From an optimization exercise on the open Yosys and OpenROAD flow, aimed at small area and a short achievable clock period; shortcuts taken in it are not production practice.
In this exercise RTL edits were held to simulation tests only and were not proved equivalent to the original.
Power and IR drop assume default switching activity.

==> flow/config.mk <==
export PLATFORM = sky130hd
export DESIGN_NAME = KEYBOARD_CONTROLLER
export DESIGN_NICKNAME = KEYBOARD_CONTROLLER
export VERILOG_FILES = /design/flow/design.v
export SDC_FILE = /design/flow/constraint.sdc
export NUM_CORES = 4
export LEC_CHECK = 0
export CAP_MARGIN = 20
export CORE_MARGIN = 2
export CORE_UTILIZATION = 60
export CTS_BUF_LIST = sky130_fd_sc_hd__clkbuf_8
export CTS_CLUSTER_DIAMETER = 60
export CTS_CLUSTER_SIZE = 16
export SLEW_MARGIN = 20
==> flow/constraint.sdc <==
create_clock -name core_clock -period 160.0 [get_ports {CLK_50MHZ}]
set_input_delay 32.0000 -clock core_clock [delete_from_list [all_inputs] [get_ports {CLK_50MHZ}]]
set_output_delay 32.0000 -clock core_clock [all_outputs]
set_load 0.01 [all_outputs]
==> flow/design.v <==
`timescale 1ns/1ps
module KEYBOARD_CONTROLLER (
	RST_N     ,
	DATA      ,
	CLK_50MHZ ,
	PS2CLK    ,
	ASCII_OUT ,
	COLOR     ,
	COMMAND
	);
	input        RST_N;
	input        DATA;
	input        CLK_50MHZ;
	input        PS2CLK;
	output [7:0] ASCII_OUT;
	output [7:0] COLOR;
	output [1:0] COMMAND;
	wire clk = CLK_50MHZ;
	localparam [5:0] Y_PT = 6'b010000, Y_LP = 6'b010010, Y_RP = 6'b010011,
		Y_SP = 6'b010100, Y_EQ = 6'b010101, Y_QU = 6'b010110, Y_MI = 6'b011001,
		Y_SL = 6'b011011;
	function [5:0] L;    
		input [4:0] n;
		L = {1'b1, n};
	endfunction
	function [5:0] scan2sym;
		input [7:0] s;
		case (s)
			8'h45, 8'h70: scan2sym = 6'd0;
			8'h16, 8'h69: scan2sym = 6'd1;
			8'h1E, 8'h72: scan2sym = 6'd2;
			8'h26, 8'h7A: scan2sym = 6'd3;
			8'h25, 8'h6B: scan2sym = 6'd4;
			8'h2E, 8'h73: scan2sym = 6'd5;
			8'h36, 8'h74: scan2sym = 6'd6;
			8'h3D, 8'h6C: scan2sym = 6'd7;
			8'h3E, 8'h75: scan2sym = 6'd8;
			8'h46, 8'h7D: scan2sym = 6'd9;
			8'h1C: scan2sym = L(1);   8'h32: scan2sym = L(2);   8'h21: scan2sym = L(3);
			8'h23: scan2sym = L(4);   8'h24: scan2sym = L(5);   8'h2B: scan2sym = L(6);
			8'h34: scan2sym = L(7);   8'h33: scan2sym = L(8);   8'h43: scan2sym = L(9);
			8'h3B: scan2sym = L(10);  8'h42: scan2sym = L(11);  8'h4B: scan2sym = L(12);
			8'h3A: scan2sym = L(13);  8'h31: scan2sym = L(14);  8'h44: scan2sym = L(15);
			8'h4D: scan2sym = L(16);  8'h15: scan2sym = L(17);  8'h2D: scan2sym = L(18);
			8'h1B: scan2sym = L(19);  8'h2C: scan2sym = L(20);  8'h3C: scan2sym = L(21);
			8'h2A: scan2sym = L(22);  8'h1D: scan2sym = L(23);  8'h22: scan2sym = L(24);
			8'h35: scan2sym = L(25);  8'h1A: scan2sym = L(26);
			8'h4E, 8'h7B: scan2sym = Y_MI;
			8'h55:        scan2sym = Y_EQ;
			8'h41:        scan2sym = 6'b010001;
			8'h49, 8'h71: scan2sym = Y_PT;
			8'h4A:        scan2sym = Y_SL;
			8'h7C:        scan2sym = 6'b011010;
			8'h79:        scan2sym = 6'b011000;
			8'h54:        scan2sym = Y_LP;
			8'h5B:        scan2sym = Y_RP;
			8'h52:        scan2sym = Y_QU;
			default:      scan2sym = Y_SP;
		endcase
	endfunction
	function [6:0] sym2asc;
		input [5:0] y;
		if (y[5])
			sym2asc = {2'b11, y[4:0]};
		else if (!y[4])
			sym2asc = {3'b011, y[3:0]};
		else
			case (y[3:0])
				4'b0000: sym2asc = 7'h2E;
				4'b0001: sym2asc = 7'h2C;
				4'b0010: sym2asc = 7'h28;
				4'b0011: sym2asc = 7'h29;
				4'b0100: sym2asc = 7'h20;
				4'b0101: sym2asc = 7'h3D;
				4'b0110: sym2asc = 7'h22;
				4'b1000: sym2asc = 7'h2B;
				4'b1001: sym2asc = 7'h2D;
				4'b1010: sym2asc = 7'h2A;
				default: sym2asc = 7'h2F;
			endcase
	endfunction
	function [2:0] sym2col;
		input [5:0] y;
		if (y[5] || y == Y_QU)
			sym2col = 3'b100;
		else if (!y[4] || y[3:1] == 3'b000)
			sym2col = 3'b010;
		else if (y == Y_SP)
			sym2col = 3'b111;
		else
			sym2col = 3'b001;
	endfunction
	function [31:0] atan32;
		input [4:0] i;
		case (i)
			5'd0  : atan32 = 32'b11001001000011111101101010100010;
			5'd1  : atan32 = 32'b01110110101100011001110000010110;
			5'd2  : atan32 = 32'b00111110101101101110101111110010;
			5'd3  : atan32 = 32'b00011111110101011011101010011011;
			5'd4  : atan32 = 32'b00001111111110101010110111011100;
			5'd5  : atan32 = 32'b00000111111111110101010101101111;
			5'd6  : atan32 = 32'b00000011111111111110101010101011;
			5'd7  : atan32 = 32'b00000001111111111111110101010101;
			5'd8  : atan32 = 32'b00000000111111111111111110101011;
			5'd9  : atan32 = 32'b00000000011111111111111111110101;
			5'd10 : atan32 = 32'b00000000001111111111111111111111;
			default: atan32 = 32'd1 << (6'd32 - {1'b0, i});
		endcase
	endfunction
	reg       c1, c2, d1;
	reg [3:0] bc;
	reg [7:0] sr;
	reg       bdone;
	reg       rel;
	wire      fall = c2 & ~c1;
	always @(posedge clk or negedge RST_N) begin
		if (!RST_N) begin
			c1    <= 1'b0;
			c2    <= 1'b0;
			bc    <= 4'd0;
			bdone <= 1'b0;
			rel   <= 1'b0;
		end
		else begin
			c1    <= PS2CLK;
			c2    <= c1;
			bdone <= fall & (bc == 4'd8);
			if (fall)
				bc <= (bc == 4'd10) ? 4'd0 : bc + 4'd1;
			if (bdone) begin
				if (sr == 8'hF0)
					rel <= 1'b1;
				else if (sr != 8'hE0)
					rel <= 1'b0;
			end
		end
	end
	always @(posedge clk) begin
		d1 <= DATA;
		if (fall && bc != 4'd0 && bc <= 4'd8)
			sr <= {d1, sr[7:1]};
	end
	wire kev   = bdone & ~rel & (sr != 8'hF0) & (sr != 8'hE0);
	wire k_ent = (sr == 8'h5A);
	wire k_bs  = (sr == 8'h66);
	wire [5:0] ksym = scan2sym(sr);
	reg [5:0] ring [0:79];
	reg [6:0] ph;
	reg [6:0] count;
	reg [6:0] r;
	reg       pend;
	reg       lock;
	reg       wen;
	reg [5:0] wdat;
	wire [5:0] rout = ring[79];
	integer gi;
	always @(posedge clk) begin
		for (gi = 79; gi > 0; gi = gi - 1)
			ring[gi] <= ring[gi-1];
		ring[0] <= wen ? wdat : ring[79];
	end
	reg [34:0] A, X, Y, T;
	reg [5:0]  b;                  
	wire       pe = (b == 6'd34);  
	wire       b0 = (b == 6'd0);
	reg [6:0] st_n;
	reg       rdy;
	wire [6:0] st;
	reg [5:0] cnt;
	reg [4:0] it;
	reg [1:0] dret;
	reg       fr, mulf, qs, negr, got;
	reg [5:0] sym;
	reg       sym_ent;
	reg       x_int, x_fract, y_int, y_fract, letter, neg_oper, err;
	reg [2:0] oper;
	reg [2:0] cd;
	reg [1:0] cc;
	reg [5:0] mat;
	reg [3:0] dlast;
	reg [1:0] conv;
	reg       cpf, cnf;
	reg       xs, ys, yz, tsg, aneg, fz, ybit, xz;
	reg        c;         
	reg        ad;        
	reg        ex, ey;    
	reg        y0f, s0f, tsf;
	reg        asg;       
	reg [2:0]  psel;      
	reg [2:0]  qsel;      
	reg [3:0]  kidx;
	reg        sub, cinx, mask, abin;
	reg [1:0]  amode;     
	reg [2:0]  xmode;     
	reg        xbin;
	reg [1:0]  ymode;     
	reg        ybin;
	reg [1:0]  tmode;     
	function kbit;
		input [3:0] k;
		input [5:0] bb;
		input [4:0] ii;
		input [5:0] sy;
		input [3:0] dl;
		reg [34:0] v;
		reg [31:0] at;
		begin
			at = atan32(ii);
			case (k)
				4'd0:    v = {31'd0, sy[3:0]};
				4'd1:    v = {31'd0, dl};
				4'd2:    v = 35'd100000;
				4'd3:    v = 35'd10;
				4'd4:    v = {3'b000, at};
				4'd5:    v = {32'b001_10010010000111111011010101000, 3'b000};
				4'd6:    v = {32'b000_10011011011100111111011111001, 3'b000};
				4'd7:    v = {1'b0, 31'b01_10111101011100001010001111011 + 31'd1, 3'b000};
				default: v = {1'b1, 31'b10_01001100100011110101110000101, 3'b000};
			endcase
			kbit = v[bb];
		end
	endfunction
	reg pb, qb;
	always @(*) begin
		case (psel)
			3'd0:    pb = A[0];
			3'd1:    pb = X[0];
			3'd2:    pb = Y[0];
			3'd4:    pb = b0 ? abin : ad;
			default: pb = 1'b0;
		endcase
		case (qsel)
			3'd1:    qb = X[0];
			3'd2:    qb = Y[0];
			3'd3:    qb = T[0];
			3'd4:    qb = kbit(kidx, b, it, sym, dlast);
			default: qb = 1'b0;
		endcase
	end
	wire qx   = qb ^ sub;
	wire ci   = b0 ? (sub | cinx) : c;
	wire sb   = pb ^ qx ^ ci;
	wire co   = (pb & qx) | (pb & ci) | (qx & ci);
	wire sbm  = sb & ~(mask & b[5]);      
	wire y0   = b0 ? Y[0] : y0f;
	reg a34;    
	always @(*) begin
		case (amode)
			2'd1:    a34 = sbm;
			2'd2:    a34 = 1'b0;
			default: a34 = A[0];
		endcase
	end
	always @(posedge clk or negedge RST_N) begin
		if (!RST_N) begin
			b  <= 6'd0;
			ph <= 7'd0;
		end
		else begin
			b  <= pe ? 6'd0 : b + 6'd1;
			ph <= (ph == 7'd79) ? 7'd0 : ph + 7'd1;
		end
	end
	always @(posedge clk) begin
		c  <= co;
		ad <= A[0];
		ex <= X[0];
		ey <= Y[0];
		if (b0) begin
			y0f <= Y[0];
			s0f <= sb;
			tsf <= T[34];
		end
		if (pe) asg <= a34;
		if (amode == 2'd2)
			A <= {1'b0, pe ? 1'b0 : sb, A[33:1]};
		else
			A <= {a34, A[34:1]};
		case (xmode)
			3'd1:    X <= {sbm, X[34:1]};
			3'd2:    X <= {(b >= 6'd16 && b < 6'd32) ? A[19] : X[0], X[34:1]};
			3'd3:    X <= {b0 ? xbin : ex, X[34:1]};
			3'd4:    X <= {b0 ? xbin : (b < 6'd16) ? ex : X[0], X[34:1]};
			default: X <= {X[0], X[34:1]};
		endcase
		case (ymode)
			2'd1:    Y <= {sbm, Y[34:1]};
			2'd2:    Y <= {1'b0, (b < 6'd32) ? Y[0] : (b == 6'd32) ? s0f : 1'b0, Y[33:1]};
			2'd3:    Y <= {b0 ? ybin : ey, Y[34:1]};
			default: Y <= {Y[0], Y[34:1]};
		endcase
		case (tmode)
			2'd1:    T <= {sbm, T[34:1]};
			2'd2:    T <= {tsf, pe ? tsf : T[0], T[33:1]};
			default: T <= {T[0], T[34:1]};
		endcase
	end
	localparam [6:0]
		S_IDLE = 7'd0,  S_FETCH = 7'd1, S_DISP = 7'd2,  S_M1 = 7'd3,   S_M2 = 7'd4,
		S_M3   = 7'd5,  S_M4 = 7'd6,    S_DG6 = 7'd8,  S_DG7 = 7'd9,
		S_CLRA = 7'd10, S_FR0 = 7'd11,  S_FRA = 7'd12,  S_FRF = 7'd13, S_YM = 7'd14,
		S_YI   = 7'd16, S_YS = 7'd17,   S_EV = 7'd18,  S_CLRY = 7'd19,
		S_MST  = 7'd20, S_EVT = 7'd21,  S_QZ1 = 7'd22,  S_QZ2 = 7'd23, S_DV0 = 7'd24,
		S_DV1  = 7'd7,  S_DV2 = 7'd25,  S_DV3 = 7'd26,  S_DS = 7'd27,  S_DSF = 7'd28, S_DV4 = 7'd29,
		S_C1   = 7'd30, S_C2 = 7'd31,   S_C3A = 7'd32,  S_C3B = 7'd15, S_C3C = 7'd64, S_C4 = 7'd33,
		S_C5   = 7'd34,
		S_I1   = 7'd35, S_I2 = 7'd36,   S_I3 = 7'd37,   S_I4 = 7'd38,  S_I5 = 7'd39,
		S_I6   = 7'd40, S_I7 = 7'd41,   S_R1 = 7'd42,   S_R2 = 7'd43,  S_R3 = 7'd44,
		S_R4   = 7'd45, S_R5 = 7'd46,   S_P0 = 7'd47,   S_P1 = 7'd48,  S_P2 = 7'd49,
		S_P3   = 7'd50, S_P4 = 7'd51,   S_PF1 = 7'd52,  S_PF2 = 7'd53, S_PF3 = 7'd54,
		S_PF4  = 7'd55, S_ZR = 7'd56,   S_PF6 = 7'd57,  S_PF7 = 7'd58, S_PF8 = 7'd59,
		S_PSH  = 7'd60, S_PF9 = 7'd61,  S_OUT = 7'd62,  S_ERR = 7'd63, S_PPT = 7'd65;
	wire any_n  = x_int | x_fract | y_int | y_fract;
	wire none   = ~any_n & ~letter;
	wire is_dig = (sym[5:4] == 2'b00);
	wire is_pt  = (sym[5:1] == 5'b01000);
	wire is_op  = (sym[5:2] == 4'b0110);
	wire is_let = sym[5];
	wire cd_nz  = (cd != 3'd0);
	wire is_sin = mat[1] & mat[3] & mat[5];
	wire is_cos = mat[0] & mat[2] & mat[4];
	wire c_swap = conv[1];
	wire srcY   = (oper[0] == c_swap);
	wire negv   = c_swap & (oper[0] ^ conv[0]);
	wire d_pt_x = !sym_ent && is_pt && cd_nz && x_int;
	wire d_pt_y = !sym_ent && is_pt && cd_nz && !x_int && y_int;
	wire d_op_x = !sym_ent && is_op && !letter && x_int;
	wire d_rp_x = !sym_ent && !is_pt && !is_op && sym == Y_RP && letter && x_int && cd_nz;
	reg [5:0] msym;
	reg       mend;
	always @(*) begin
		mend = 1'b0;
		msym = Y_SP;
		case (cnt[4:0])
			5'd0: msym = Y_SP;   5'd1: msym = L(5);   5'd2: msym = L(18);  5'd3: msym = L(18);
			5'd4: msym = L(15);  5'd5: msym = L(18);  5'd6: msym = Y_SL;   5'd7: msym = Y_SP;
			default:
				if (err)
					case (cnt[4:0])
						5'd8:  msym = L(21); 5'd9:  msym = L(14); 5'd10: msym = L(11); 5'd11: msym = L(14);
						5'd12: msym = L(15); 5'd13: msym = L(23); 5'd14: msym = L(14); 5'd15: msym = Y_SP;
						5'd16: msym = L(3);  5'd17: msym = L(15); 5'd18: msym = L(13); 5'd19: msym = L(13);
						5'd20: msym = L(1);  5'd21: msym = L(14); 5'd22: msym = L(4);
						default: mend = 1'b1;
					endcase
				else if (sym_ent)
					case (cnt[4:0])
						5'd8:  msym = L(5);  5'd9:  msym = L(24); 5'd10: msym = L(16); 5'd11: msym = L(18);
						5'd12: msym = L(5);  5'd13: msym = L(19); 5'd14: msym = L(19); 5'd15: msym = L(9);
						5'd16: msym = L(15); 5'd17: msym = L(14); 5'd18: msym = Y_SP;  5'd19: msym = L(14);
						5'd20: msym = L(15); 5'd21: msym = L(20); 5'd22: msym = Y_SP;  5'd23: msym = L(6);
						5'd24: msym = L(21); 5'd25: msym = L(12); 5'd26: msym = L(12);
						default: mend = 1'b1;
					endcase
				else
					case (cnt[4:0])
						5'd8:  msym = L(21); 5'd9:  msym = L(14); 5'd10: msym = L(5);  5'd11: msym = L(24);
						5'd12: msym = L(16); 5'd13: msym = L(5);  5'd14: msym = L(3);  5'd15: msym = L(20);
						5'd16: msym = L(5);  5'd17: msym = L(4);  5'd18: msym = Y_SP;  5'd19: msym = L(20);
						5'd20: msym = L(15); 5'd21: msym = L(11); 5'd22: msym = L(5);  5'd23: msym = L(14);
						5'd24: msym = Y_SP;  5'd25: msym = Y_QU;  5'd27: msym = Y_QU;
						5'd26: if (sym[5:1] == 5'b01001) mend = 1'b1; else msym = sym;
						default: mend = 1'b1;
					endcase
		endcase
	end
	always @(*) begin
		psel = 3'd3; qsel = 3'd0; kidx = 4'd0; sub = 1'b0; cinx = 1'b0; mask = 1'b0; abin = 1'b0;
		amode = 2'd0; xmode = 3'd0; xbin = 1'b0; ymode = 2'd0; ybin = 1'b0; tmode = 2'd0;
		case (st)
			S_IDLE: begin amode = 2'd1; xmode = 3'd1; ymode = 2'd1; end
			S_DISP: begin
				if (d_pt_x || d_op_x || d_rp_x) xmode = 3'd2;
				else if (d_pt_y && !letter) begin psel = 3'd0; ymode = 2'd1; end
			end
			S_CLRA, S_DV3, S_PF2, S_ZR: amode = 2'd1;
			S_M1:  begin psel = 3'd4; tmode = 2'd1; end
			S_M2, S_M3: begin psel = 3'd4; amode = 2'd1; end
			S_M4:  begin psel = 3'd4; qsel = 3'd3; amode = 2'd1; end
			S_DG6: if (letter) begin psel = 3'd0; mask = 1'b1; ymode = 2'd1; end
			S_DG7: begin psel = 3'd0; qsel = 3'd4; kidx = 4'd0; amode = 2'd1; end
			S_FRA: begin
				psel = 3'd4; qsel = 3'd4; kidx = 4'd2; sub = ~asg; amode = 2'd1;
				if (cnt != 6'd16) begin
					if (x_fract) begin xmode = 3'd4; xbin = ~asg; end
					else begin ymode = 2'd3; ybin = ~asg; end
				end
			end
			S_FRF: begin
				if (x_fract) begin xmode = 3'd4; xbin = ~asg; end
				else begin ymode = 2'd3; ybin = ~asg; end
			end
			S_YM:  begin psel = 3'd2; mask = 1'b1; ymode = 2'd1; end
			S_YI:  begin psel = 3'd0; ymode = 2'd1; end
			S_YS:  begin psel = 3'd2; qsel = 3'd2; mask = 1'b1; ymode = 2'd1; end
			S_EV: begin
				case (oper[1:0])
					2'b00: begin psel = 3'd1; qsel = 3'd2; amode = 2'd1; end
					2'b01: begin psel = 3'd1; qsel = 3'd2; sub = 1'b1; mask = 1'b1; amode = 2'd1; end
					2'b10: amode = 2'd1;
					default: ;
				endcase
			end
			S_CLRY, S_C5: ymode = 2'd1;
			S_MST: begin psel = 3'd0; qsel = (mulf & y0) ? 3'd1 : 3'd0; amode = 2'd2; ymode = 2'd2; end
			S_EVT: if (oper != 3'b011 && !oper[2]) amode = 2'd1;
			S_QZ1: begin psel = 3'd2; mask = 1'b1; xmode = 3'd1; end
			S_QZ2: begin qsel = 3'd4; kidx = 4'd1; ymode = 2'd1; end
			S_DV1: if (xs) begin qsel = 3'd1; sub = 1'b1; mask = 1'b1; xmode = 3'd1; end
			S_DV2: if (ys) begin qsel = 3'd2; sub = 1'b1; mask = 1'b1; ymode = 2'd1; end
			S_DS:  begin psel = 3'd4; abin = X[31]; qsel = 3'd2; sub = ~asg; amode = 2'd1; xmode = 3'd3; xbin = ~asg; end
			S_DSF: begin
				xmode = 3'd3; xbin = ~asg;
				if (asg) begin psel = 3'd0; qsel = 3'd2; amode = 2'd1; end
			end
			S_DV4: begin qsel = 3'd1; sub = qs; mask = 1'b1; amode = 2'd1; end
			S_C1:  xmode = 3'd3;
			S_C2:  begin qsel = 3'd1; sub = neg_oper; amode = 2'd1; end
			S_C3A: begin psel = 3'd0; qsel = 3'd4; kidx = 4'd7; sub = 1'b1; end
			S_C3B: begin psel = 3'd0; qsel = 3'd4; kidx = 4'd8; sub = 1'b1; end
			S_C3C: if (cpf | cnf) begin psel = 3'd0; qsel = 3'd4; kidx = 4'd5; sub = cpf; amode = 2'd1; end
			S_C4:  begin qsel = 3'd4; kidx = 4'd6; xmode = 3'd1; end
			S_I1:  begin qsel = 3'd2; tmode = 2'd1; end
			S_I2, S_I5, S_R2: tmode = 2'd2;
			S_PF3: begin tmode = 2'd2; ymode = 2'd3; end
			S_I3:  begin psel = 3'd1; qsel = 3'd3; sub = ~asg; xmode = 3'd1; end
			S_I4:  begin psel = 3'd1; qsel = 3'd3; sub = asg; tmode = 2'd1; end
			S_I6:  begin psel = 3'd2; qsel = 3'd3; sub = asg; ymode = 2'd1; end
			S_I7:  begin psel = 3'd0; qsel = 3'd4; kidx = 4'd4; sub = ~asg; amode = 2'd1; end
			S_R1:  begin qsel = srcY ? 3'd2 : 3'd1; tmode = 2'd1; end
			S_R3:  begin qsel = 3'd3; sub = negv; mask = 1'b1; tmode = 2'd1; end
			S_R4:  if (tsg) begin qsel = 3'd3; sub = 1'b1; mask = 1'b1; tmode = 2'd1; end
			S_R5:  begin qsel = 3'd3; amode = 2'd1; end
			S_P4:  if (!aneg) begin psel = 3'd0; xmode = 3'd1; end
			S_PF1: begin qsel = 3'd4; kidx = 4'd2; tmode = 2'd1; end
			S_PF4: if (ybit) begin psel = 3'd0; qsel = 3'd3; amode = 2'd1; end
			S_PF6: begin psel = 3'd1; tmode = 2'd1; end
			S_PF7: begin psel = 3'd0; xmode = 3'd1; end
			S_PF8: begin qsel = 3'd4; kidx = 4'd3; ymode = 2'd1; end
			S_PF9: begin qsel = 3'd3; xmode = 3'd1; end
			default: ;
		endcase
	end
	reg [1:0] ocmd_n;
	reg [6:0] oasc;
	reg [2:0] ocol_n;
	reg       e_sym, e_nl, e_del;
	reg [5:0] esym;
	assign COMMAND   = ~ocmd_n;
	assign ASCII_OUT = {1'b0, oasc};
	assign COLOR     = ~{{3{ocol_n[2]}}, {3{ocol_n[1]}}, {2{ocol_n[0]}}};
	always @(posedge clk or negedge RST_N) begin
		if (!RST_N) begin
			ocmd_n <= 2'b00;
			oasc   <= 7'd0;
			ocol_n <= 3'b000;
		end
		else if (e_sym) begin
			ocmd_n <= 2'b11;
			oasc   <= sym2asc(esym);
			ocol_n <= ~sym2col(esym);
		end
		else begin
			ocmd_n <= e_nl ? 2'b01 : e_del ? 2'b10 : 2'b00;
			oasc   <= 7'd0;
			ocol_n <= 3'b000;
		end
	end
	wire ph_r  = (ph == r);
	wire ph_c  = (ph == count);
	wire psh_w = (st == S_PSH || st == S_PPT) && ph_c && !got && !b0;
	always @(*) begin
		e_sym = 1'b0; e_nl = 1'b0; e_del = 1'b0; esym = ksym;
		wen = 1'b0; wdat = ksym;
		if (pend && ph_c)
			wen = 1'b1;
		if (kev && !lock) begin
			if (k_bs) begin
				if (count != 7'd0) e_del = 1'b1;
			end
			else if (!k_ent && count != 7'd80)
				e_sym = 1'b1;
		end
		if (psh_w) begin
			wen  = 1'b1;
			wdat = (st == S_PPT) ? Y_PT : sym;
		end
		case (st)
			S_P0, S_P2: begin e_sym = b0; esym = Y_SP; end
			S_P1:       begin e_sym = b0; esym = Y_EQ; end
			S_P3:       begin e_sym = b0 & negr; esym = Y_MI; end
			S_P4:       e_nl = b0 & aneg;
			S_OUT:      if (cnt == 6'd2) e_nl = 1'b1; else if (cnt[0] && ph_r) begin e_sym = 1'b1; esym = rout; end
			S_ERR:      if (mend) e_nl = 1'b1; else begin e_sym = 1'b1; esym = msym; end
			default: ;
		endcase
	end
	assign st = rdy ? st_n : S_IDLE;
	wire rel_line = (st == S_OUT && cnt == 6'd2) || (st == S_ERR && mend) || (st == S_P4 && pe && aneg);
	wire set79    = (st == S_P4 && pe && !aneg);
	always @(posedge clk or negedge RST_N) begin
		if (!RST_N) begin
			rdy   <= 1'b0;
			count <= 7'd0;
			pend  <= 1'b0;
			lock  <= 1'b0;
		end
		else begin
			rdy <= 1'b1;
			if (pend && ph_c) begin
				pend  <= 1'b0;
				count <= count + 7'd1;
			end
			if (kev && !lock) begin
				if (k_bs) begin
					if (count != 7'd0) count <= count - 7'd1;
				end
				else if (k_ent)
					lock <= 1'b1;
				else if (count != 7'd80)
					pend <= 1'b1;
			end
			if (psh_w) count <= count - 7'd1;
			if (set79) count <= 7'd79;
			if (rel_line) begin
				lock  <= 1'b0;
				count <= 7'd0;
			end
		end
	end
	always @(posedge clk) begin
		begin
			if (psh_w) got <= 1'b1;
			if (b == 6'd31) begin
				xs   <= X[0];
				ys   <= Y[0];
				aneg <= A[0];
				ybit <= Y[0];
			end
			if (st == S_R3 && b == 6'd31) tsg <= sbm;
			if (b0) begin
				yz <= ~Y[0];
				fz <= Y[0];
				xz <= X[0];
			end
			else if (!b[5]) begin
				yz <= yz & ~Y[0];
				fz <= fz | Y[0];
				xz <= xz | X[0];
			end
			if (st == S_PSH && b0) sym <= {2'b00, A[3:0]};
			case (st)
				S_IDLE: begin
					x_int <= 1'b0; x_fract <= 1'b0; y_int <= 1'b0; y_fract <= 1'b0;
					letter <= 1'b0; neg_oper <= 1'b0; err <= 1'b0; negr <= 1'b0;
					oper <= 3'b000; cd <= 3'd0; cc <= 2'd0; mat <= 6'd0; got <= 1'b0;
					if (lock && !pend && pe) begin
						r  <= 7'd0;
						st_n <= S_FETCH;
					end
					else
						st_n <= S_IDLE;
				end
				S_FETCH: begin
					if (!got) begin
						if (r == count) begin
							sym_ent <= 1'b1;
							got     <= 1'b1;
						end
						else if (ph_r) begin
							sym     <= rout;
							sym_ent <= 1'b0;
							r       <= r + 7'd1;
							got     <= 1'b1;
						end
					end
					if (pe && got) begin
						got <= 1'b0;
						st_n  <= S_DISP;
					end
				end
				S_PSH: if (pe && got) begin
					got <= 1'b0;
					if (dret == 2'd1) begin
						it <= it - 5'd1;
						st_n <= (it == 5'd1) ? S_PPT : S_DV3;
					end
					else if (!xz) begin
						r   <= count;
						cnt <= 6'd0;
						st_n  <= S_OUT;
					end
					else
						st_n <= S_DV3;
				end
				S_PPT: if (pe && got) begin
					got  <= 1'b0;
					dret <= 2'd2;
					st_n <= S_PF9;
				end
				S_OUT: begin
					if (cnt == 6'd2) begin
						st_n  <= S_IDLE;
					end
					else if (!cnt[0]) begin
						r   <= r + 7'd1;
						cnt <= 6'd1;
					end
					else if (ph_r) begin
						if (r == 7'd79) cnt <= 6'd2;
						else cnt <= 6'd0;
					end
				end
				S_ERR: begin
					if (mend) begin
						st_n  <= S_IDLE;
					end
					else
						cnt <= cnt + 6'd1;
				end
				default: if (pe) begin
					case (st)
						S_DISP: begin
							if (sym_ent) begin
								if (letter)                 st_n <= S_EVT;
								else if (y_int && cd_nz)    st_n <= S_YI;
								else if (y_fract)           st_n <= S_FR0;
								else begin cnt <= 6'd0; st_n <= S_ERR; end
							end
							else if (is_dig) begin
								if (none) begin x_int <= 1'b1; fr <= 1'b0; st_n <= S_M1; end
								else if (any_n) begin fr <= 1'b0; st_n <= S_M1; end
								else begin cnt <= 6'd0; st_n <= S_ERR; end
							end
							else if (is_pt) begin
								if (cd_nz && x_int) begin
									x_int <= 1'b0; x_fract <= 1'b1; cd <= 3'd0; st_n <= S_CLRA;
								end
								else if (cd_nz && y_int) begin
									y_int <= 1'b0; y_fract <= 1'b1; cd <= 3'd0; st_n <= S_CLRA;
								end
								else begin cnt <= 6'd0; st_n <= S_ERR; end
							end
							else if (is_op) begin
								if (!letter) begin
									if (x_int) begin
										x_int <= 1'b0; y_int <= 1'b1; oper <= {1'b0, sym[1:0]}; cd <= 3'd0;
										st_n <= S_CLRA;
									end
									else if (x_fract) begin
										oper <= {1'b0, sym[1:0]};
										st_n <= S_FR0;
									end
									else begin cnt <= 6'd0; st_n <= S_ERR; end
								end
								else if (x_int && !cd_nz && sym[1:0] == 2'b01 && !neg_oper) begin
									neg_oper <= 1'b1; st_n <= S_FETCH;
								end
								else begin cnt <= 6'd0; st_n <= S_ERR; end
							end
							else if (is_let) begin
								if (none || (letter && !any_n)) begin
									letter <= 1'b1;
									cc <= cc + 2'd1;
									case (cc)
										2'd0: mat[1:0] <= {sym == L(19), sym == L(3)};
										2'd1: mat[3:2] <= {sym == L(9),  sym == L(15)};
										2'd2: mat[5:4] <= {sym == L(14), sym == L(19)};
										default: ;
									endcase
									st_n <= S_FETCH;
								end
								else begin cnt <= 6'd0; st_n <= S_ERR; end
							end
							else if (sym == Y_LP) begin
								if (letter) begin
									x_int <= 1'b1;
									if (is_sin)      begin oper <= 3'b100; st_n <= S_FETCH; end
									else if (is_cos) begin oper <= 3'b101; st_n <= S_FETCH; end
									else begin err <= 1'b1; cnt <= 6'd0; st_n <= S_ERR; end
								end
								else begin cnt <= 6'd0; st_n <= S_ERR; end
							end
							else if (sym == Y_RP) begin
								if (letter && x_int && cd_nz) begin
									x_int <= 1'b0; y_int <= 1'b1; oper <= 3'b011; cd <= 3'd0;
									st_n <= S_CLRA;
								end
								else if (letter && x_fract) st_n <= S_FR0;
								else begin cnt <= 6'd0; st_n <= S_ERR; end
							end
							else if (sym == Y_SP) st_n <= S_FETCH;
							else begin cnt <= 6'd0; st_n <= S_ERR; end
						end
						S_CLRA: st_n <= S_FETCH;
						S_M1: st_n <= S_M2;
						S_M2: st_n <= S_M3;
						S_M3: st_n <= S_M4;
						S_M4: begin
							if (cd != 3'd7) cd <= cd + 3'd1;
							st_n <= fr ? S_FR0 : S_DG6;
						end
						S_DG6: begin
							if (letter) dlast <= sym[3:0];
							st_n <= S_DG7;
						end
						S_DG7: st_n <= S_FETCH;
						S_FR0: begin
							if (cd == 3'd0 || cd > 3'd5) begin cnt <= 6'd0; st_n <= S_ERR; end
							else if (cd != 3'd5) begin fr <= 1'b1; st_n <= S_M1; end
							else begin cd <= 3'd0; cnt <= 6'd16; st_n <= S_FRA; end
						end
						S_FRA: begin
							cnt <= cnt - 6'd1;
							if (cnt == 6'd1) st_n <= S_FRF;
						end
						S_FRF: begin
							if (x_fract) begin
								x_fract <= 1'b0; y_int <= 1'b1; st_n <= S_CLRA;
							end
							else begin
								y_fract <= 1'b0; st_n <= S_YM;
							end
						end
						S_YM: st_n <= S_EV;
						S_YI: begin y_int <= 1'b0; cnt <= 6'd16; st_n <= S_YS; end
						S_YS: begin
							cnt <= cnt - 6'd1;
							if (cnt == 6'd1) st_n <= S_EV;
						end
						S_EV: begin
							mulf <= (oper[1:0] == 2'b10);
							case (oper[1:0])
								2'b00, 2'b01: begin cnt <= 6'd16; st_n <= S_CLRY; end
								2'b10: begin cnt <= 6'd32; st_n <= S_MST; end
								default: st_n <= S_DV0;
							endcase
						end
						S_CLRY: begin
							mulf <= 1'b0;
							st_n <= (cnt == 6'd0) ? S_P0 : S_MST;
						end
						S_MST: begin
							cnt <= cnt - 6'd1;
							if (cnt == 6'd1) st_n <= S_P0;
						end
						S_EVT: begin
							if (oper == 3'b011) st_n <= S_QZ1;
							else if (oper[2]) begin cnt <= 6'd16; st_n <= S_C1; end
							else begin cnt <= 6'd0; st_n <= S_CLRY; end
						end
						S_QZ1: st_n <= S_QZ2;
						S_QZ2: st_n <= S_DV0;
						S_DV0: begin
							qs   <= xs ^ ys;
							dret <= 2'd0;
							st_n <= yz ? S_ZR : S_DV1;
						end
						S_ZR: begin cnt <= 6'd0; st_n <= S_CLRY; end
						S_DV1: st_n <= S_DV2;
						S_DV2: st_n <= S_DV3;
						S_DV3: begin cnt <= 6'd32; st_n <= S_DS; end
						S_DS: begin
							cnt <= cnt - 6'd1;
							if (cnt == 6'd1) st_n <= S_DSF;
						end
						S_DSF: st_n <= (dret == 2'd0) ? S_DV4 : S_PSH;
						S_DV4: begin cnt <= 6'd0; st_n <= S_CLRY; end
						S_C1: begin
							cnt <= cnt - 6'd1;
							if (cnt == 6'd1) st_n <= S_C2;
						end
						S_C2:  st_n <= S_C3A;
						S_C3A: begin cpf <= ~asg & co; st_n <= S_C3B; end
						S_C3B: begin cnf <= asg & ~co; st_n <= S_C3C; end
						S_C3C: begin conv <= cpf ? 2'b10 : cnf ? 2'b11 : 2'b00; st_n <= S_C4; end
						S_C4:  st_n <= S_C5;
						S_C5:  begin it <= 5'd0; st_n <= S_I1; end
						S_I1:  begin cnt <= {1'b0, it}; st_n <= (it == 5'd0) ? S_I3 : S_I2; end
						S_I2:  begin cnt <= cnt - 6'd1; if (cnt == 6'd1) st_n <= S_I3; end
						S_I3:  st_n <= S_I4;
						S_I4:  begin cnt <= {1'b0, it}; st_n <= (it == 5'd0) ? S_I6 : S_I5; end
						S_I5:  begin cnt <= cnt - 6'd1; if (cnt == 6'd1) st_n <= S_I6; end
						S_I6:  st_n <= S_I7;
						S_I7:  begin it <= it + 5'd1; st_n <= (it == 5'd31) ? S_R1 : S_I1; end
						S_R1:  begin cnt <= 6'd3; st_n <= S_R2; end
						S_R2:  begin cnt <= cnt - 6'd1; if (cnt == 6'd1) st_n <= S_R3; end
						S_R3:  st_n <= S_R4;
						S_R4:  begin if (tsg) negr <= 1'b1; st_n <= S_R5; end
						S_R5:  begin cnt <= 6'd29; st_n <= S_CLRY; end
						S_P0:  st_n <= S_P1;
						S_P1:  st_n <= S_P2;
						S_P2:  st_n <= S_P3;
						S_P3:  st_n <= S_P4;
						S_P4: begin
							if (aneg) begin
								st_n  <= S_IDLE;
							end
							else begin
								dret  <= fz ? 2'd1 : 2'd2;
								it    <= 5'd5;
								st_n  <= fz ? S_PF1 : S_PF8;
							end
						end
						S_PF1: st_n <= S_PF2;
						S_PF2: begin cnt <= 6'd16; st_n <= S_PF3; end
						S_PF3: st_n <= S_PF4;
						S_PF4: begin
							cnt <= cnt - 6'd1;
							st_n <= (cnt == 6'd1) ? S_PF6 : S_PF3;
						end
						S_PF6: st_n <= S_PF7;
						S_PF7: st_n <= S_PF8;
						S_PF8: st_n <= S_DV3;
						S_PF9: st_n <= S_DV3;
						default: st_n <= S_IDLE;
					endcase
				end
			endcase
		end
	end
endmodule  
==> flow/flow/run.sh <==
#!/bin/bash
set -euo pipefail
export BUFFER_PORTS_ARGS="-buffer_cell sky130_fd_sc_hd__buf_2"
bash standard.sh finish > flow_make.log 2>&1
==> flow/standard.sh <==
#!/bin/bash
# synth_recipe.tcl (not shown) runs the flow's synth.tcl, then flattens the netlist and writes it again
# the make line also repeats each setting of config.mk as NAME=value (left out here)
make -C /OpenROAD-flow-scripts/flow DESIGN_CONFIG=/design/flow/config.mk WORK_HOME=/design/flow/orfs CLKGATE_MAP_FILE= SYNTH_SCRIPT=/design/flow/synth_recipe.tcl "${@:-finish}"
==> results.txt, run 1 <==
- The run finished with no timing, DRC or antenna violations.
- On the final layout, the worst clock skew is 40.1 ps.
- The design area is 28300 µm².
- The mean routed wirelength per cell is ~24 µm.
- The slowest stage of the critical path is the sky130_fd_sc_hd__dfrtp_1 cell.
- The highest net fanout along the worst path is 3.
- After clock tree synthesis, the clock-pin slew on the worst setup and hold paths is 100 ps.
- After global routing the overflow that remains totals 0.
- The post-synthesis cell count is 2510.
- Each instance of the synthesized netlist takes up on average around 11 µm².
- The longest clock path from root to sink contains 3 buffers.
- Counting distinct cell types in the post-synthesis netlist gives 108.
- The synthesized net count is ~2600.
- 0 antenna diodes ended up in the layout.
- The placed instances occupy a cell area of 27200 µm².
- After clock tree synthesis, the repair step resized 0 gates.
- The actual slew at the worst max-slew pin is 1070 ps.
- On the final layout, the worst hold slack is around 310 ps.
- The maximum number of pins on one net before global-route repair is between 40 and 50.
- The final net count is ~2500.
- In the synthesized netlist the async set-or-reset flop fraction comes to 5.65%.
- For this run, design rule violations remaining after detail routing come to 0.
- The iteration count of the initial detailed-routing pass is 9.
- The number of global-route vias before repair is about 19000.
- Traced cell by cell, the critical path runs through inv_1, buf_2.
- In the final layout, the share of cells above drive strength 1 is 8.01%.
- Across the VDD grid, the largest voltage drop is 0.0111 mV.
- The final critical-path share of the clock period is a little over a fifth.
- The aggregate global-route resource usage is 32.2%.
- The clock latency of the later-clocked register in the worst-skew pair is about 720 ps.
- The die covers 46300 µm².
- Measured against its own limit, the worst slew margin works out to 28.1%.
- The number of antenna violations at the first check in global routing was 2.
- At the worst endpoint, the required time is around 130000 ps.
- The mean number of vias per cell is 6.46.
- The wire length of the first global-routing pass is around 120 mm.
- The share of synthesized area occupied by flip-flops and latches is 60.8%.
- The kind of start point of the critical path is a register.
- Row generation in the floorplan step produced 77 rows.
- The final layout contains routed wiring with a total length of about 75 mm.
- Setup repair after global routing left no endpoint under its margin.
- The dominant synthesized flop cell is sky130_fd_sc_hd__dfxtp_1.
- The y dimension of the die is 215 µm.
- The number of filler instances in the final layout is roughly 3500.
- Counting flops and latches in the post-synthesis netlist gives 761.
- Timing would allow up to between 30 and 40 MHz.
- The clock sink count is 761.
- The detailed placement HPWL is 53.6 mm.
- In this run the post-CTS setup repair buffer count came out at 0.
- The clock tree from TritonCTS is built.
- The post-cts hold buffer count is 0.
- Yosys printed 2 warnings.
- The layout-stage area growth over the synthesis result is 6.02%.
- The count of buffers from port buffering is 20.
- From left edge to right edge, the die measures between 200 and 250 µm.
- The cell family contributing the most delay on the critical path is flip-flops.
- The final number of max-transition violations is 0.
- The routed layout has 20000 vias.
- The final-layout setup total negative slack is 0 ps.
- The path category of the worst min-delay check is reg2reg.
- Dividing total power by cell area gives a power density of 13.1 nW/µm².
- The initial core utilization is 60.6%.
- After floorplanning, the core was sized to cover 44100 µm².
- The setup path with the least slack is of type reg2out.
- The count of pins on the block boundary is 22.
- The H-tree level count is 2.
- The count of final hold-check violations is 0.
- In this run, synthesis inferred 79 flip-flops with an integrated enable.
- The number of DRC markers in iteration 0 is 2826.
- The number of buffers added by the clock tree synthesis step is 59.
- The post-route core utilization is around 64%.
- The count of maximum capacitance violations is 0.
- The mapped cell area is 26700 µm².
- For this design the static power due to leakage is 10.8 nW.
- The congestion estimate from routability-driven global placement came to slightly above 1.
- At the worst endpoint, the arrival time is 1290 ps.
- The largest single stage delay on the critical path is about 380 ps.
- STA classifies the critical path endpoint as an output pin.
- Clock tree synthesis selected as its root buffer the cell sky130_fd_sc_hd__clkbuf_8.
- Setup violations remaining at the end of the flow were counted as 0.
- The number of buffer and inverter stages on the critical path is 2.
- The remaining antenna violation count after routing is 0.
- The final critical-path required period is between 30000 and 40000 ps.
[registers in the layout, summed over array words and instances, names as in the netlist, 8 cells and up, named ones only]
| register | count |
|---|---|
| ring | 480 |
| A | 35 |
| T | 35 |
| X | 35 |
| Y | 35 |
| sr | 8 |
[synthesized netlist by cell type, drive strengths merged (23+ instances only)]
cell type | n | area (µm²)
a211oi | 35 | 263
a21oi | 127 | 639
a31oi | 26 | 163
buf | 57 | 308
clkbuf | 98 | 368
dfrtp | 43 | 1080
dfxtp | 639 | 12800
edfxtp | 79 | 2370
ha | 46 | 576
inv | 60 | 225
mux2i | 23 | 230
nand2 | 207 | 777
nand3 | 95 | 480
nand4 | 32 | 206
nor2 | 189 | 712
nor2b | 37 | 231
nor3 | 69 | 377
nor4 | 32 | 228
o211ai | 26 | 200
o21ai | 123 | 616
o31ai | 23 | 173
xnor2 | 25 | 219
xor2 | 23 | 216
[cell type report]
type | count | area (µm²) | area share, %
clock buffers | 60 | 826 | 2.91
repair buffers | 58 | 388 | 1.37
flip-flops and latches | 761 | 16200 | 57.3
clock inverters | 24 | 280 | 0.989
multi-input cells | 1532 | 9630 | 34.0
inverters | 62 | 233 | 0.821
well taps | 592 | 741 | 2.61
[final timing paths]
check | start | end | slack, ps | cells past startpoint
worst max register to register | it[0] | A[34] | 153690 | 19
worst min-delay path | ring[13][3] | ring[14][3] | 310 | 0
worst max-delay path | ocol_n[1] | COLOR[3] | 126710 | 2
max in group asynchronous | RST_N | ph[4] | 128340 | 1
worst min register to register | ring[13][3] | ring[14][3] | 310 | 0
min in group asynchronous | RST_N | c2 | 31260 | 1
[kinds of logic (layout without fill, tap and decap cells)]
family	Yosys count	in the layout	share of synthesized area [%]
simple gates	820	820	15.8
flops	761	761	60.8
compound gates	582	582	14.9
buf+inv	217	204	3.40
xor+xnor	48	48	1.63
fa+ha+maj	47	47	2.23
mux	33	33	1.30
other cells	2	2	0.0281
[per-stage QoR]
stage | power (W) | instances | setup slack, ps
final | 0.000371 | 3089 | 126710
after global routing | 0.000383 | 3089 | 126670
after CTS | 0.000370 | 3089 | 126690
after detailed placement | 0.000270 | 3005 | 127150
after global placement | 0.000269 | 3005 | 127230
after floorplan | 0.000250 | 2510 | 127410
[where the power goes]
group          switching, W  leakage, nW  internal, W
Sequential       0.00000759         6.45     0.000204
Combinational     0.0000399         3.79    0.0000176
Clock             0.0000605        0.597    0.0000410
Total              0.000108         10.8     0.000263
[per-layer routing]
layer	part of all wire, %	GRT usage, %	vias to the layer above
li1	-	-	8918
met1	40	42.9	9530
met2	45	50.3	1238
met3	10	6.64	262
met4	5.3	16.1	2
met5	0.015	0	-
[layout by cell type, fill, tap and decap left out, types with 35 or more instances in the layout]
cell type                  synthesis  final
sky130_fd_sc_hd__dfrtp_1          43     43
sky130_fd_sc_hd__nor2b_1          37     37
sky130_fd_sc_hd__nor3_1           64     63
sky130_fd_sc_hd__dfxtp_1         639    639
sky130_fd_sc_hd__nand2_1         207    207
sky130_fd_sc_hd__o21ai_0         120    120
sky130_fd_sc_hd__ha_1             46     46
sky130_fd_sc_hd__clkbuf_8          0     60
sky130_fd_sc_hd__edfxtp_1         79     79
sky130_fd_sc_hd__buf_4            14     39
sky130_fd_sc_hd__nand3_1          94     94
sky130_fd_sc_hd__a211oi_1         35     35
sky130_fd_sc_hd__nor2_1          188    188
sky130_fd_sc_hd__a21oi_1         126    125
sky130_fd_sc_hd__inv_1            57     66
==> run 2: changes to the inputs <==
--- a/flow/design.v
+++ b/flow/design.v
@@ -328,41 +328,49 @@
 	wire d_rp_x = !sym_ent && !is_pt && !is_op && sym == Y_RP && letter && x_int && cd_nz;
 	reg [5:0] msym;
 	reg       mend;
+	reg [4:0] mc;    
 	always @(*) begin
-		mend = 1'b0;
-		msym = Y_SP;
+		mc = 5'd0;
 		case (cnt[4:0])
-			5'd0: msym = Y_SP;   5'd1: msym = L(5);   5'd2: msym = L(18);  5'd3: msym = L(18);
-			5'd4: msym = L(15);  5'd5: msym = L(18);  5'd6: msym = Y_SL;   5'd7: msym = Y_SP;
+			5'd0: mc = 5'd0;   5'd1: mc = 5'd5;   5'd2: mc = 5'd18;  5'd3: mc = 5'd18;
+			5'd4: mc = 5'd15;  5'd5: mc = 5'd18;  5'd6: mc = 5'd27;   5'd7: mc = 5'd0;
 			default:
 				if (err)
 					case (cnt[4:0])
-						5'd8:  msym = L(21); 5'd9:  msym = L(14); 5'd10: msym = L(11); 5'd11: msym = L(14);
-						5'd12: msym = L(15); 5'd13: msym = L(23); 5'd14: msym = L(14); 5'd15: msym = Y_SP;
-						5'd16: msym = L(3);  5'd17: msym = L(15); 5'd18: msym = L(13); 5'd19: msym = L(13);
-						5'd20: msym = L(1);  5'd21: msym = L(14); 5'd22: msym = L(4);
-						default: mend = 1'b1;
+						5'd8:  mc = 5'd21; 5'd9:  mc = 5'd14; 5'd10: mc = 5'd11; 5'd11: mc = 5'd14;
+						5'd12: mc = 5'd15; 5'd13: mc = 5'd23; 5'd14: mc = 5'd14; 5'd15: mc = 5'd0;
+						5'd16: mc = 5'd3;  5'd17: mc = 5'd15; 5'd18: mc = 5'd13; 5'd19: mc = 5'd13;
+						5'd20: mc = 5'd1;  5'd21: mc = 5'd14; 5'd22: mc = 5'd4;
+						default: mc = 5'd31;
 					endcase
 				else if (sym_ent)
 					case (cnt[4:0])
-						5'd8:  msym = L(5);  5'd9:  msym = L(24); 5'd10: msym = L(16); 5'd11: msym = L(18);
-						5'd12: msym = L(5);  5'd13: msym = L(19); 5'd14: msym = L(19); 5'd15: msym = L(9);
-						5'd16: msym = L(15); 5'd17: msym = L(14); 5'd18: msym = Y_SP;  5'd19: msym = L(14);
-						5'd20: msym = L(15); 5'd21: msym = L(20); 5'd22: msym = Y_SP;  5'd23: msym = L(6);
-						5'd24: msym = L(21); 5'd25: msym = L(12); 5'd26: msym = L(12);
-						default: mend = 1'b1;
+						5'd8:  mc = 5'd5;  5'd9:  mc = 5'd24; 5'd10: mc = 5'd16; 5'd11: mc = 5'd18;
+						5'd12: mc = 5'd5;  5'd13: mc = 5'd19; 5'd14: mc = 5'd19; 5'd15: mc = 5'd9;
+						5'd16: mc = 5'd15; 5'd17: mc = 5'd14; 5'd18: mc = 5'd0;  5'd19: mc = 5'd14;
+						5'd20: mc = 5'd15; 5'd21: mc = 5'd20; 5'd22: mc = 5'd0;  5'd23: mc = 5'd6;
+						5'd24: mc = 5'd21; 5'd25: mc = 5'd12; 5'd26: mc = 5'd12;
+						default: mc = 5'd31;
 					endcase
 				else
 					case (cnt[4:0])
-						5'd8:  msym = L(21); 5'd9:  msym = L(14); 5'd10: msym = L(5);  5'd11: msym = L(24);
-						5'd12: msym = L(16); 5'd13: msym = L(5);  5'd14: msym = L(3);  5'd15: msym = L(20);
-						5'd16: msym = L(5);  5'd17: msym = L(4);  5'd18: msym = Y_SP;  5'd19: msym = L(20);
-						5'd20: msym = L(15); 5'd21: msym = L(11); 5'd22: msym = L(5);  5'd23: msym = L(14);
-						5'd24: msym = Y_SP;  5'd25: msym = Y_QU;  5'd27: msym = Y_QU;
-						5'd26: if (sym[5:1] == 5'b01001) mend = 1'b1; else msym = sym;
-						default: mend = 1'b1;
+						5'd8:  mc = 5'd21; 5'd9:  mc = 5'd14; 5'd10: mc = 5'd5;  5'd11: mc = 5'd24;
+						5'd12: mc = 5'd16; 5'd13: mc = 5'd5;  5'd14: mc = 5'd3;  5'd15: mc = 5'd20;
+						5'd16: mc = 5'd5;  5'd17: mc = 5'd4;  5'd18: mc = 5'd0;  5'd19: mc = 5'd20;
+						5'd20: mc = 5'd15; 5'd21: mc = 5'd11; 5'd22: mc = 5'd5;  5'd23: mc = 5'd14;
+						5'd24: mc = 5'd0;  5'd25: mc = 5'd28;  5'd27: mc = 5'd28;
+						5'd26: mc = 5'd29;
+						default: mc = 5'd31;
 					endcase
 		endcase
+		case (mc)
+			5'd0:    msym = Y_SP;
+			5'd27:   msym = Y_SL;
+			5'd28:   msym = Y_QU;
+			5'd29:   msym = sym;
+			default: msym = {1'b1, mc};
+		endcase
+		mend = (mc == 5'd31) || (mc == 5'd29 && sym[5:1] == 5'b01001);
 	end
 	always @(*) begin
 		psel = 3'd3; qsel = 3'd0; kidx = 4'd0; sub = 1'b0; cinx = 1'b0; mask = 1'b0; abin = 1'b0;
--- a/flow/config.mk
+++ b/flow/config.mk
@@ -5,10 +5,10 @@
 export SDC_FILE = /design/flow/constraint.sdc
 export NUM_CORES = 4
 export LEC_CHECK = 0
-export CAP_MARGIN = 20
+export CAP_MARGIN = 5
 export CORE_MARGIN = 2
 export CORE_UTILIZATION = 60
 export CTS_BUF_LIST = sky130_fd_sc_hd__clkbuf_8
 export CTS_CLUSTER_DIAMETER = 60
 export CTS_CLUSTER_SIZE = 16
-export SLEW_MARGIN = 20
+export SLEW_MARGIN = 5
==> run 2 against run 1 <==
Still clean. Sequential cell count did not move. Non-clock buffer count shrank 5. Clock-buffer cell count rose by 1. Global-route usage decreased by 0.18 points. Core utilization grew 0.13 points. Design area fell by 2.2%.
==> results.txt, run 2 <==
- The design area is 27700 µm² (-2.2%).
- Leaving out fill and tap cells, the most frequent cells in the layout are sky130_fd_sc_hd__dfxtp_1, sky130_fd_sc_hd__nand2_1, sky130_fd_sc_hd__nor2_1, sky130_fd_sc_hd__a21oi_1, sky130_fd_sc_hd__o21ai_0.
- The area of the die is 45300 µm² (-2.1%).
- The final-layout setup total negative slack is 0 ps (unchanged).
- Leaving out fill and tap cells, the most frequent cell in the layout is sky130_fd_sc_hd__dfxtp_1.
- The compound-gate portion of the synthesized area is 13.8% (-1.1 points).
- The area share of the largest cell type after synthesis is 48.9% (+1.1 points).
- The actual slew at the worst max-slew pin was 1160 ps (+87.8 ps).
- The endpoint class of the critical path is an output pin.
- The final critical-path required period is 33350 ps (+60.0 ps).
- The count of pins on the block boundary is 22 (unchanged).
- The final net count is 2479 (-1.8%).
- The path category of the worst min-delay check is reg2reg.
- The mean number of vias per cell was 6.28 (-2.8%).
- The wire length of the first global-routing pass is 110 mm (-4.5%).
- The post-synthesis share of cell area spent on full adders, half adders and majority gates was 2.23% (about the same).
- The weighted congestion reported at the end of routability-driven placement was 1.05 (+1.6%).
- The worst path required time came to 128000 ps (about the same).
- The largest voltage drop on the vdd net is 0.0120 mV (+7.9%).
- The clock input transition at the sequential cells of the worst setup and hold paths was 100 ps (about the same).
- The remaining antenna violation count after routing is 0 (unchanged).
- The register with the most flip-flops in the final layout is ring.
- The detailed-route wire length is 72.5 mm (-3.8%).
- In this run the clock root is driven by a sky130_fd_sc_hd__clkbuf_8.
- The mean routed wirelength per cell is 23.8 µm (-2.3%).
- Yosys instantiated no cell more often than sky130_fd_sc_hd__dfxtp_1.
- The critical path arrival is 1350 ps (+60 ps).
- The clock latency of the later-clocked register in the worst-skew pair is 710 ps (about the same).
- The dominant synthesized flop cell is sky130_fd_sc_hd__dfxtp_1.
- The number of library cell types mapped by synthesis is 95 (-12%).
- The number of global-route vias before repair came to 18400 (-4.7%).
- The iteration count of the initial detailed-routing pass is 8 (-1).
- The number of buffers added by the clock tree synthesis step is 59 (unchanged).
- The worst setup path is of the reg2out kind.
- Of all cell types, the one taking the most synthesized area is sky130_fd_sc_hd__dfxtp_1.
- Setup repair after global routing left no endpoint under its margin.
- The biggest cell delay along the critical path is 390 ps (about the same).
- The number of diodes is 0 (unchanged).
- The average size of a mapped cell is 10.7 µm² (+0.15%).
- The number of setup violations in the final report is 0 (unchanged).
- The ratio of total power to cell area is 13.4 nW/µm² (+2.4%).
- The mapped cell area is 26200 µm² (-2.2%).
- The number of standard-cell rows in the floorplan is 76 (-1.3%).
- The count of maximum capacitance violations was 0 (unchanged).
- The post-synthesis cell count is 2452 (-2.3%).
- The critical path goes through inv_1, buf_2.
- The chip width is 213 µm (-1.1%).
- The critical-path cell with the highest stage delay is sky130_fd_sc_hd__dfrtp_1.
- The post-CTS setup buffer count is 0 (unchanged).
- The flow ran to the end and the layout has no timing, DRC or antenna violations.
- The worst setup skew after layout is 63.2 ps (+23.1 ps).
- The synthesized net count is 2502 (-2.3%).
- The largest family of logic cells by synthesized area is simple AND/OR/NAND/NOR gates.
- The area share of xor/xnor cells in the synthesized design is 1.67% (+0.046 points).
- The area share of and/or/nand/nor cells after synthesis was 15.6% (-0.21 points).
- The layout-stage area growth over the synthesis result is 6.00% (about the same).
- The maximum number of pins on one net before global-route repair is 44 (-2.2%).
- The detailed placement HPWL is 52.1 mm (-2.9%).
- The portion of total power attributed to combinational logic is 15.7% (+0.2 points).
- The number of flip-flops in the largest register is 480 (unchanged).
- The count of buffers from port buffering is 20 (unchanged).
- The power after layout was 0.000371 W (+0.13%).
- The worst hold slack after final layout is 305 ps (-7.68 ps).
- The final global-route overflow total is 0 (unchanged).
- The number of antenna violations at the first check in global routing was 1 (-1).
- The mux share of post-synthesis cell area is 1.55% (+0.25 points).
- The cell area reported after detailed placement is 26700 µm² (-2.0%).
- The number of DRC markers in iteration 0 is 2690 (-4.8%).
- The number of vias after detailed routing is 19100 (-4.3%).
- TritonCTS built the clock tree.
- The post-synthesis sequential element count is 761 (unchanged).
- The share of flip-flops with an asynchronous set or reset is 5.65% (unchanged).
- The clock share of power is 26.0% (-1.4 points).
- STA classifies the critical path startpoint as a register.
- The post-cts hold buffer count came to 0 (unchanged).
- The number of buffers between clock root and the deepest sink is 3 (unchanged).
- The net switching power of the design is 0.000109 W (+1.1%).
- The maximum frequency from static timing analysis is 30.0 MHz (-0.18%).
- The share of total power consumed by net switching was 29.4% (+0.28 points).
- The total of warnings raised by yosys is 2 (unchanged).
- The share of layout cells above drive strength 1 is 7.33% (-0.68 points).
- The post-route core utilization is 64.3% (+0.13 points).
- The y dimension of the die is 213 µm (-1.1%).
- The number of cells upsized or downsized after cts is 0 (unchanged).
- The number of DRC violations after detailed routing is 0 (unchanged).
- The final number of max-transition violations is 0 (unchanged).
- Counting instances in the post-synthesis netlist gives the leading cell types as sky130_fd_sc_hd__dfxtp_1, sky130_fd_sc_hd__nand2_1, sky130_fd_sc_hd__nor2_1.
- The number of filler instances in the final layout is 3260 (-7.2%).
- The count of final hold-check violations is 0 (unchanged).
- The highest net fanout along the worst path is 3 (unchanged).
- The area inside the core boundary was 43100 µm² (-2.4%).
- The H-tree level count is 2 (unchanged).
- The leakage power is 10.7 nW (-1.1%).
- The clock sink count came to 761 (unchanged).
- Sorting the synthesized cells by area gives the leading types as sky130_fd_sc_hd__dfxtp_1, sky130_fd_sc_hd__edfxtp_1, sky130_fd_sc_hd__dfrtp_1, sky130_fd_sc_hd__a21oi_1, sky130_fd_sc_hd__nand2_1.
- The final critical-path share of the clock period came to 20.8% (+0.037 points).
- The share of synthesized area occupied by flip-flops and latches came to 62.1% (+1.3 points).
- The internal power is 0.000262 W (-0.27%).
- The worst-case headroom to the max-slew limit is 20.9% (-7.2 points).
- The fraction of power consumed by sequential logic is 58.3% (+1.2 points).
- The number of enable flip-flop cells after synthesis is 79 (unchanged).
- The initial core utilization was 60.7% (+0.13 points).
- The aggregate global-route resource usage is 32.0% (-0.18 points).
## run 2: cell count changes in the layout (fill, tap and decap cells not counted), sizes merged, moves of 6 or more
cell	change
o221ai	-7
xnor2	+7
nand3	-15
a21oi	+35
a211oi	-13
o41ai	+6
nor4bb	-7
a21o	+12
o22ai	-7
o21ai	-15
a31oi	+6
a211o	-7
nand2b	+10
## run 2: metal layers
layer	vias up	wire length [µm]	GRT usage (%)
met5	-	11	0
met4	2	3300	14.1
met3	241	6730	7.56
met2	1065	32100	49.9
met1	9140	30400	42.8
li1	8644	-	-
## run 2: final timing paths
| path | startpoint | endpoint | slack, ps | cells past startpoint |
|---|---|---|---|---|
| worst min-delay path | A[17] | A[16] | 310 | 0 |
| max in group asynchronous | RST_N | b[1] | 127820 | 1 |
| worst min register to register | A[17] | A[16] | 310 | 0 |
| worst max register to register | it[0] | A[34] | 154200 | 19 |
| min in group asynchronous | RST_N | pend | 31500 | 1 |
| worst max-delay path | ocol_n[2] | COLOR[7] | 126650 | 2 |
## run 2: stage by stage
stage	worst slack, ps	std cells
after floorplan	127410	2452
after global placement	127100	2953
after detailed placement	127020	2953
after CTS	126620	3040
after global routing	126610	3040
final	126650	3040
## run 2: area by class of cell
type                    count  area [µm²]  area share (%)
flip-flops and latches    761       16200            58.6
multi-input cells        1496        9140            33.0
clock buffers              61         840            3.03
well taps                 585         732            2.64
repair buffers             53         348            1.25
inverters                  58         218           0.785
clock inverters            26         204           0.736
## run 2: worst max-delay path, delay by kind of cell (launching register included)
family                 cells  cell delay (ps)
DFF                        1              390
buffers and inverters      2              250
## run 2: logic make-up after synthesis
kind of cell / count (synthesis)
AND/OR/NAND/NOR: 811
flip-flops: 761
AO/OA/AOI/OAI: 549
buffers and inverters: 195
XOR/XNOR: 50
adder cells (fa/ha/maj): 46
multiplexers: 38
other: 2
## run 2: power by group through the flow
stage | sequential (W) | combinational, W | clock [W]
2_1_floorplan | 0.000214 | 0.0000412 | 0
3_3_place_gp | 0.000220 | 0.0000559 | 0
3_5_place_dp | 0.000220 | 0.0000561 | 0
4_1_cts | 0.000216 | 0.0000565 | 0.0000981
5_1_grt | 0.000218 | 0.0000624 | 0.000105
6_report | 0.000216 | 0.0000583 | 0.0000965
==> run 3: changes to the inputs <==
--- a/flow/config.mk
+++ b/flow/config.mk
@@ -5,10 +5,10 @@
 export SDC_FILE = /design/flow/constraint.sdc
 export NUM_CORES = 4
 export LEC_CHECK = 0
-export CAP_MARGIN = 5
+export CAP_MARGIN = 20
 export CORE_MARGIN = 2
 export CORE_UTILIZATION = 60
 export CTS_BUF_LIST = sky130_fd_sc_hd__clkbuf_8
 export CTS_CLUSTER_DIAMETER = 60
 export CTS_CLUSTER_SIZE = 16
-export SLEW_MARGIN = 5
+export SLEW_MARGIN = 20
==> run 3 against run 2 <==
Fmax about the same. Global-route usage unchanged. Sequential power is essentially flat. Synthesized cell count did not move. Design area is essentially flat. Die area unchanged. Sequential cell count unchanged. Clock power about the same. First-iteration DRC count down 1.4%. Core utilization is essentially flat. Non-clock buffer count unchanged. Wire length hardly changed. Critical endpoint unchanged. Largest power group unchanged.
==> results.txt, run 3 <==
- The actual slew at the worst max-slew pin is 984 ps (-172 ps).
- The share of total power consumed by net switching is 29.4% (about the same).
- The share of flip-flops with an asynchronous set or reset came to 5.65% (unchanged).
- The total of warnings raised by yosys came to 2 (unchanged).
- The worst setup path is of the reg2out kind.
- The number of library cell types mapped by synthesis is 95 (unchanged).
- The internal power is 0.000262 W (about the same).
- The highest net fanout along the worst path came to 3 (unchanged).
- The worst hold slack after final layout is 303 ps (-2.22 ps).
- The number of buffers between clock root and the deepest sink is 3 (unchanged).
- The post-placement worst setup slack is 127020 ps (unchanged).
- The mean number of vias per cell came to 6.26 (-0.39%).
- The final number of max-transition violations is 0 (unchanged).
- The critical path starts at ocol_n[2].
- The library cells used most frequently in the layout, excluding fill and tap cells, are sky130_fd_sc_hd__dfxtp_1, sky130_fd_sc_hd__nand2_1, sky130_fd_sc_hd__nor2_1, sky130_fd_sc_hd__a21oi_1, sky130_fd_sc_hd__o21ai_0.
- The leakage power is 10.7 nW (about the same).
- The worst path required time came to 128000 ps (about the same).
- The biggest cell delay along the critical path is 390 ps (about the same).
- The fraction of power consumed by sequential logic was 58.2% (about the same).
- The tree is rooted in a sky130_fd_sc_hd__clkbuf_8.
- The number of setup violations in the final report is 0 (unchanged).
- The synthesized design spends more area on one cell type than any other, namely sky130_fd_sc_hd__dfxtp_1.
- The number of flip-flops in the largest register is 480 (unchanged).
- The H-tree level count is 2 (unchanged).
- The iteration count of the initial detailed-routing pass is 7 (-1).
- The number of DRC violations after detailed routing came to 0 (unchanged).
- The post-CTS setup buffer count came to 0 (unchanged).
- The number of antenna violations at the first check in global routing is 1 (unchanged).
- Yosys attributes the largest share of cell area to sky130_fd_sc_hd__dfxtp_1, sky130_fd_sc_hd__edfxtp_1, sky130_fd_sc_hd__dfrtp_1, sky130_fd_sc_hd__a21oi_1, sky130_fd_sc_hd__nand2_1.
- The detailed-route wire length is 72.4 mm (about the same).
- The number of cells upsized or downsized after cts came to 0 (unchanged).
- The count of non-filler cells in the finished layout is 3041 (+0.033%).
- The number of filler instances in the final layout was 3260 (unchanged).
- The number of cells on the worst reg-to-reg path is 18 (-1).
- The worst setup skew after layout came to 64.3 ps (+1.08 ps).
- The clock sink count is 761 (unchanged).
- The final-layout setup total negative slack is 0 ps (unchanged).
- The net switching power of the design is 0.000109 W (+0.11%).
- The startpoint identified for the worst register-to-register timing path is it[0].
- The aggregate global-route resource usage was 32.0% (unchanged).
- The endpoint class of the critical path is an output pin.
- The minimum setup slack in the final design is 126650 ps (-1.00 ps).
- The library cell used most frequently in the layout, excluding fill and tap cells, is sky130_fd_sc_hd__dfxtp_1.
- Setup repair after global routing left no endpoint under its margin.
- The clock share of power came to 26.0% (about the same).
- The area share of the largest cell type after synthesis is 48.9% (unchanged).
- The number of placed cells counting well taps is 2953 (unchanged).
- The number of cells on the critical path was 2 (unchanged).
- Ranked by flip-flop count, first place goes to ring.
- The critical path arrival came to 1350 ps (about the same).
- TritonCTS built the clock tree.
- The count of buffers from port buffering is 20 (unchanged).
- The final critical-path required period is 33350 ps (+1.00 ps).
- The dominant synthesized flop cell is sky130_fd_sc_hd__dfxtp_1.
- The area of the die came to 45300 µm² (unchanged).
- For this design, the slowest cell found on the critical path is sky130_fd_sc_hd__dfrtp_1.
- The run finished with no timing, DRC or antenna violations.
- The maximum number of pins on one net before global-route repair is 44 (unchanged).
- The critical path goes through inv_1, buf_2.
- The cell with the most instances after synthesis is sky130_fd_sc_hd__dfxtp_1.
- The number of DRC markers in iteration 0 is 2653 (-1.4%).
- The critical path ends at COLOR[7].
- The number of buffers added by the clock tree synthesis step is 59 (unchanged).
- The post-synthesis cell count is 2452 (unchanged).
- The worst flop-to-flop path endpoint is A[34].
- The count of final hold-check violations is 0 (unchanged).
- The post-synthesis sequential element count was 761 (unchanged).
- The average size of a mapped cell is 10.7 µm² (unchanged).
- The min-delay analysis places its worst path in the category reg2reg.
- The share of synthesized area occupied by flip-flops and latches is 62.1% (unchanged).
- The area inside the core boundary is 43100 µm² (unchanged).
[run 3: changes by cell type in the layout (fill, tap and decap cells not counted), sizes merged]
cell,previous run,this run
diode,0,1
[run 3: kinds of logic (layout without fill, tap and decap cells)]
kind of cell             after synthesis  after routing  share of synthesized area (%)
AO/OA/AOI/OAI                        549            549                           13.8
multiplexers                          38             38                           1.55
flip-flops                           761            761                           62.1
adder cells (fa/ha/maj)               46             46                           2.23
XOR/XNOR                              50             50                           1.67
other                                  2              3                         0.0287
buffers and inverters                195            198                           3.01
AND/OR/NAND/NOR                      811            811                           15.6
[run 3: how the worst min path moves through the flow]
stage                startpoint           to  slack, ps  cells past startpoint
floorplan                 A[11]        A[10]        310                      0
global placement    ring[48][0]  ring[49][0]        310                      0
detailed placement         A[9]         A[8]        310                      0
CTS                       A[17]        A[16]        290                      0
global route              A[17]        A[16]        300                      0
finish                    A[17]        A[16]        300                      0
[run 3: cell type report]
| cell class | instances | area, µm² | share of cell area, % |
|---|---|---|---|
| Tap cell | 585 | 732 | 2.64 |
| Clock inverter | 26 | 204 | 0.735 |
| Multi-Input combinational cell | 1496 | 9150 | 33.0 |
| Inverter | 58 | 218 | 0.785 |
| Clock buffer | 61 | 840 | 3.03 |
| Sequential cell | 761 | 16200 | 58.6 |
| Antenna cell | 1 | 2.50 | 0.00902 |
| Timing Repair Buffer | 53 | 350 | 1.26 |
[run 3: worst reg2reg max path, stage by stage (launching register included)]
cell	delay, ps
sky130_fd_sc_hd__edfxtp_1	540
sky130_fd_sc_hd__inv_1	180
sky130_fd_sc_hd__ha_1	580
sky130_fd_sc_hd__nand2b_1	180
sky130_fd_sc_hd__nor2_1	210
sky130_fd_sc_hd__ha_1	410
sky130_fd_sc_hd__a21oi_1	640
sky130_fd_sc_hd__nand3_1	250
sky130_fd_sc_hd__o2111a_1	310
sky130_fd_sc_hd__o31ai_1	420
sky130_fd_sc_hd__a311oi_1	100
sky130_fd_sc_hd__a41oi_1	280
sky130_fd_sc_hd__o31ai_1	150
sky130_fd_sc_hd__xnor2_1	170
sky130_fd_sc_hd__fa_1	600
sky130_fd_sc_hd__o21a_1	260
sky130_fd_sc_hd__nand2_1	80
sky130_fd_sc_hd__o21ai_0	200
sky130_fd_sc_hd__nor2b_1	160
[run 3: power by group through the flow]
stage	clock [W]	combinational [W]	sequential (W)
finish	0.0000966	0.0000584	0.000216
global route	0.000105	0.0000624	0.000218
CTS	0.0000981	0.0000565	0.000216
detailed placement	0	0.0000561	0.000220
global placement	0	0.0000559	0.000220
floorplan	0	0.0000412	0.000214
[run 3: per-stage QoR]
step	cell area, µm²	total power [W]
final	27700	0.000371
after global routing	27700	0.000385
after CTS	27700	0.000371
after detailed placement	26700	0.000276
after global placement	26700	0.000276
after floorplan	26200	0.000255
[run 3: routing by layer]
metal  track usage (%)  routed length, µm  up-vias  share of wire, %
met5                 0                  0        -                 0
met4              14.1               3420        0               4.7
li1                  -                  -     8648                 -
met1              42.8              30400     8996                42
met2              49.9              31800     1109                44
met3              7.56               6790      271               9.4

[static timing again, ports no longer ideal]
The results above use ideal ports. As a check the final layouts listed here were re-extracted and re-timed, cells and wires unchanged. Step 1 assumes that a clkbuf_16 drives the clock port and a buf_2 every other input. Step 2, shift: input delay + t, output delay - t, t = (earliest + latest rising clock arrival at the registers) / 2. This alone moves slack from input paths to output paths. Slacks: ideal ports / drivers / drivers and shift; pairs: ideal ports / drivers.
run | t (ns) | setup WS [ns] | worst register clock-pin slew, ns | cell pins on the clock port's net
run 1 | 0.754 | 126.713 / 126.660 / 127.413 | 0.10 / 0.10 | 1
run 2 | 0.736 | 126.653 / 126.598 / 127.091 | 0.11 / 0.11 | 1
run 3 | 0.740 | 126.652 / 126.598 / 127.337 | 0.11 / 0.11 | 1
After both steps setup and hold are still met in every run listed. Setup slack includes reset recovery checks.
